From an optimization exercise on the open Yosys and OpenROAD flow, aimed at small area, a short achievable clock period and few clock cycles per item; shortcuts taken in it are not production practice. At most, simulation tests tie the RTL to the original design; equivalence was not proved. Power is estimated from default activity; no workload was simulated.

// BSW
module BSW (
    clk, rst, start,
    i_Q, i_R,
    o_Q_al,
    o_R_al,
    detail_info,
    done
);
For scale: ~2,300 flip-flops, ~25 I/O pins, about 81,000 µm² of cells after synthesis.
export LEC_CHECK = 0
export ABC_CLOCK_PERIOD_IN_PS = 5000
export CAP_MARGIN = 20
export CORE_MARGIN = 2
export CORE_UTILIZATION = 40
export CTS_CLUSTER_DIAMETER = 80
export CTS_CLUSTER_SIZE = 25
export PLACE_DENSITY = 0.88
export SLEW_MARGIN = 20
create_clock -name core_clock -period 24.0 [get_ports {clk}]
standard.sh (not shown) runs the stock make flow with config.mk's settings and CLKGATE_MAP_FILE= SYNTH_SCRIPT=/design/flow/synth_recipe.tcl, a recipe that flattens the netlist after the stock synthesis.
==> flow/flow/run.sh <==
#!/bin/bash
# Standard layout, with the port buffers made of buf_4 cells instead of the
# cell buffer_ports picks by default, and timing repair aiming at 18.2 ns of
# setup slack (the clock period stays the design's). Make's full output goes
# to flow.log; each tool's own logs stay under orfs/logs.
set -euo pipefail
export BUFFER_PORTS_ARGS="-buffer_cell sky130_fd_sc_hd__buf_4"
export SETUP_SLACK_MARGIN=18.2
bash standard.sh > flow.log 2>&1
The baseline produced a clean layout.
Testbench counts at the start, summed over its fixed seeds: cycles 44,498, items 320.
Then changed:
Settings changed: ABC_AREA from default to 1, ABC_CLOCK_PERIOD_IN_PS 5000 to default, CTS_CLUSTER_SIZE 25 to 22.
=>
- worst setup slack gets better by 0.0055 ns
- final cell count is higher by a quarter to a third
- hold slack is better by 0.030 ns
- non-clock buffer count drops by 168
- routed wire length falls slightly
- count of clock-buffer cells in the layout rises by 13
- sequential share of layout area rises by 0.32 points
- power increases by a few percent
Then changed:
==> flow/flow/run.sh (replaced) <==
#!/bin/bash
# Standard layout, with the port buffers made of buf_4 cells instead of the
# cell buffer_ports picks by default, and timing repair aiming at 18.5 ns of
# setup slack (the clock period stays the design's). Make's full output goes
# to flow.log; each tool's own logs stay under orfs/logs.
set -euo pipefail
export BUFFER_PORTS_ARGS="-buffer_cell sky130_fd_sc_hd__buf_4"
export SETUP_SLACK_MARGIN=18.5
bash standard.sh > flow.log 2>&1
Settings changed: CTS_CLUSTER_SIZE 22 to 25.
What happened:
- The new run passed the timing, design-rule and antenna checks
- design area hardly moves
- setup slack improved by 0.030 ns
- utilization stays flat
- synthesized area is unchanged
- clock skew is higher by 0.0063 ns
- power hardly moves
- critical path depth does not change
- wire length hardly moves
- worst hold slack gains 0.0042 ns
Then changed:
==> flow/flow/run.sh (replaced) <==
#!/bin/bash
# Standard layout, with the port buffers made of buf_4 cells instead of the
# cell buffer_ports picks by default, and timing repair aiming at 18.2 ns of
# setup slack (the clock period stays the design's). Make's full output goes
# to flow.log; each tool's own logs stay under orfs/logs.
set -euo pipefail
export BUFFER_PORTS_ARGS="-buffer_cell sky130_fd_sc_hd__buf_4"
export SETUP_SLACK_MARGIN=18.2
bash standard.sh > flow.log 2>&1
Settings changed: CAP_MARGIN 20 to 10, PLACE_DENSITY 0.88 to default, SLEW_MARGIN 20 to 10.
=> Register-to-register slack is worse by 0.22 ns. Area after synthesis does not change. Wire length grows by about 12%. Clock power increases by about 8%. Synthesized cell count stays the same. Core utilization grows by 0.27 points. Design area climbs by 0.62%. Setup slack got worse by 0.081 ns.
Then changed:
==> flow/flow/run.sh (replaced) <==
#!/bin/bash
# Standard layout, with the port buffers made of buf_4 cells instead of the
# cell buffer_ports picks by default. Make's full output goes to flow.log;
# each tool's own logs stay under orfs/logs.
set -euo pipefail
export BUFFER_PORTS_ARGS="-buffer_cell sky130_fd_sc_hd__buf_4"
bash standard.sh > flow.log 2>&1
Settings changed: CAP_MARGIN 10 to 20, PLACE_DENSITY from default to 0.88, SETUP_SLACK_MARGIN from default to 5, SLEW_MARGIN 10 to 20.
After rerunning: Hold slack gets worse by 0.0060 ns. Utilization fell by 0.45 points. Register-to-register slack is worse by 0.54 ns. Worst setup slack improves by 0.057 ns. Power went down by 3.3%. Routed wire length decreases by 11%. Non-clock buffer count went down by 9. Sequential power stays flat. Final cell count is about the same. Die area stays the same.
Then changed:
==> flow/flow/run.sh (replaced) <==
#!/bin/bash
# Standard layout, with the port buffers made of buf_4 cells instead of the
# cell buffer_ports picks by default, and timing repair aiming at 18.0 ns of
# setup slack (the clock period stays the design's). Make's full output goes
# to flow.log; each tool's own logs stay under orfs/logs.
set -euo pipefail
export BUFFER_PORTS_ARGS="-buffer_cell sky130_fd_sc_hd__buf_4"
export SETUP_SLACK_MARGIN=18.0
bash standard.sh > flow.log 2>&1
Settings changed: SETUP_SLACK_MARGIN 5 to default.
=> The changed run passed the timing, design-rule and antenna checks; die area is unchanged; worst hold slack is about the same; design area barely changes; fmax rose by 0.43%; power is about the same; setup slack improves by 0.026 ns; routed wire length barely changes.

== juniper ==
BSW again, from the RTL that the note above started with.
clock: 24.0 ns
lec_check: 0
abc_area: 1
cap_margin: 20
core_margin: 2
core_utilization: 40
cts_cluster_diameter: 60
cts_cluster_size: 28
place_density: 0.8
slew_margin: 20
==> flow/flow/run.sh <==
#!/bin/bash
# Standard layout, with the port buffers made of buf_4 cells instead of the
# cell buffer_ports picks by default, and timing repair aiming at 18.2 ns of
# setup slack (the clock period stays the design's). Make's full output goes
# to flow.log; each tool's own logs stay under orfs/logs.
set -euo pipefail
export BUFFER_PORTS_ARGS="-buffer_cell sky130_fd_sc_hd__buf_4"
export SETUP_SLACK_MARGIN=18.2
bash standard.sh > flow.log 2>&1
Testbench counts of juniper, summed over its fixed seeds: cycles 44,498, items 320.
Setup changes, juniper to indigo
Settings: CTS_CLUSTER_SIZE: 28 -> 25; CTS_CLUSTER_DIAMETER: 60 -> 80; PLACE_DENSITY: 0.8 -> unset.
==> results.txt <==
juniper completed; timing, DRC and antenna clean
indigo finished all stages; the layout is clean.
Changes observed in indigo relative to juniper: top achievable clock speed -about 1.7%; final area ~0 delta; share of total power in combinational logic +1.5 points.
#### Input delta (pepper over indigo)
Settings: putting PLACE_DENSITY at 0.88 where nothing was set; putting ABC_CLOCK_PERIOD_IN_PS at 3500 where nothing was set; clearing ABC_AREA, which used to be 1.
## What came out
When pepper is set beside indigo, its total power of the final layout turns out to be 5.7% smaller. Going from indigo to pepper, transition time of the tightest slew-check pin now sits higher, portion of the layout cell area used by clock cells -0.30 points, total detailed-routing wirelength has decreased, power attributed to sequential cells moved down, met1 usage in global routing fell 7.4 points. [compare] base=indigo new=pepper: count of clock buffers in the final design shrank by 1.6%; number of antenna violations at the first check in global routing shrank by 15. Lower internal power component goes to indigo over pepper. On worst-case hold slack: between pepper and indigo, it ends up lower for pepper.
Input-level comparison between raven and pepper:
Settings: ABC_AREA now 1, previously not set; ABC_CLOCK_PERIOD_IN_PS no longer set, was 3500; CTS_BUF_LIST now sky130_fd_sc_hd__clkbuf_8 sky130_fd_sc_hd__clkbuf_16, previously not set.
Results
pepper finished every step from synthesis to the final layout, and the layout passed the timing, design-rule and antenna checks.
Having completed the whole flow, raven delivered a layout that passed the timing, design-rule and antenna checks.
The worst path required time on pepper is in line with that on raven.
From pepper to raven the numbers moved as follows: final area went down about 0.7%, setup slack went up.
Compared with pepper, raven shows a higher sequential share of layout area.
Of the two values seen for commonest non-fill, non-tap cell in the layout, dfxtp_1 was produced by pepper and nand2_1 by raven.
For pepper, the largest family of logic cells by synthesized area was compound AO/OA/AOI/OAI gates, unlike raven, where it was simple AND/OR/NAND/NOR gates.
Input changes introduced in sierra (baseline for comparison: raven):
Settings: swapping 0.88 for 0.93 in PLACE_DENSITY; clearing CTS_BUF_LIST, which used to be sky130_fd_sc_hd__clkbuf_8 sky130_fd_sc_hd__clkbuf_16.
--- outcome ---
On instance area at placement, raven and sierra are neck and neck.
Relative to raven, the utilization of sierra is higher by 0.15 points.
raven has higher setup slack after placement than sierra.
Diff raven -> sierra: final cell count has remained practically unchanged, wire length reported by the detailed router has increased.
### sierra -> maple
Settings: PLACE_DENSITY changed from 0.93 to 0.88.
[summary]
- maple completed end to end with timing, DRC and antenna clean.
- Summary of maple over sierra: layout cell share with drive strength beyond 1 fell by 0.23 points, arrival time of the worst setup path fell by 0.03 ns.
- Delta (maple minus sierra): average via count per standard cell decreased 1.2%; post-route worst setup slack went up.
- Compared with sierra, maple shows worst hold slack higher by 0.0048 ns.
- maple vs. sierra: portion of the post-synthesis area used by sequential elements stayed essentially flat; sum of routed wire length over all layers fell by 4900 µm; post-route clock period utilization stayed essentially flat; portion of total power attributed to the clock network fell by 0.5 points.

old:
Another version of the RTL of BSW (not shown whole).
Size: about 2,300 flip-flops, ~81,000 µm² of cells after synthesis.
make LEC_CHECK=0 ABC_AREA=1 CAP_MARGIN=50 CORE_MARGIN=2 CORE_UTILIZATION=40 SLEW_MARGIN=50 finish   # period 24.0 ns
run.sh (not shown) runs the stock make flow with config.mk's settings and CLKGATE_MAP_FILE= SYNTH_SCRIPT=/design/flow/synth_recipe.tcl, a recipe that flattens the netlist after the stock synthesis.
Stock flow here: none of the scripts above is used.
Setup changes, old to new
==> flow/flow/run.sh (new file) <==
#!/bin/bash
# Standard layout, with the port buffers made of buf_4 cells instead of the
# cell buffer_ports picks by default. Make's full output goes to flow.log;
# each tool's own logs stay under orfs/logs.
set -euo pipefail
export BUFFER_PORTS_ARGS="-buffer_cell sky130_fd_sc_hd__buf_4"
bash standard.sh > flow.log 2>&1
==> flow/standard.sh (new file) <==
#!/bin/bash
# synth_recipe.tcl (not shown) runs the flow's synth.tcl, then flattens the netlist and writes it again
# the make line also repeats each setting of config.mk as NAME=value (left out here)
make -C /OpenROAD-flow-scripts/flow DESIGN_CONFIG=/design/flow/config.mk WORK_HOME=/design/flow/orfs CLKGATE_MAP_FILE= SYNTH_SCRIPT=/design/flow/synth_recipe.tcl "${@:-finish}"
removed: flow/run.sh
### Flow results
- new: PASS, flow complete, no timing, DRC or antenna violations
- Taking old as the reference, in new wire length of the first global-routing pass essentially unchanged, post-CTS clock slew at the launch and capture registers of the worst setup and hold paths essentially unchanged, largest voltage drop on the vdd net rose about 8%, clock distribution power lost about 1%.
- new gives less post-route minimum period than old did.
- The worst setup path endpoint comes out done in one run and pnext[0] in the other, namely in old and new respectively.
No run of this note included a check of the RTL's function; only the layout flow was run.

==> re-timing with driven ports <==
The flow's constraints put no driver on any port. The routed layouts listed below were extracted and timed again, unchanged, in two steps. Step 1, drivers: a clkbuf_16 drives clk and a buf_2 each remaining input, both assumed. Step 2 also shifts input and output timing later by t, the mid clock arrival at the registers, as if the neighbouring blocks saw the same clock. Slacks: ideal ports / drivers / drivers and shift; pairs: ideal ports / drivers.
| run | t, ns | setup WS [ns] | worst data-port slew with drivers (ns) |
|---|---|---|---|
| the first run of note 1 | 0.865 | 17.864 / 17.783 / 18.197 | 0.08 |
| the second run of note 1 | 0.872 | 17.869 / 17.786 / 18.370 | 0.04 |
| the third run of note 1 | 0.893 | 17.899 / 17.804 / 18.643 | 0.04 |
| the fourth run of note 1 | 0.897 | 17.818 / 17.730 / 18.424 | 0.06 |
| the fifth run of note 1 | 0.891 | 17.876 / 17.806 / 17.876 | 0.04 |
| the sixth run of note 1 | 0.894 | 17.902 / 17.807 / 18.163 | 0.04 |
| juniper | 0.888 | 17.901 / 17.815 / 18.332 | 0.03 |
| indigo | 0.912 | 17.797 / 17.708 / 18.375 | 0.06 |
| pepper | 0.865 | 17.864 / 17.783 / 18.197 | 0.08 |
| raven | 0.893 | 17.906 / 17.810 / 18.379 | 0.04 |
| sierra | 0.921 | 17.874 / 17.788 / 18.355 | 0.05 |
| maple | 0.891 | 17.903 / 17.807 / 18.376 | 0.04 |
| old | 0.963 | 17.298 / 17.209 / 18.054 | 0.03 |
| new | 0.975 | 17.667 / 17.618 / 17.667 | 0.03 |
After both steps every run listed still meets setup and hold.
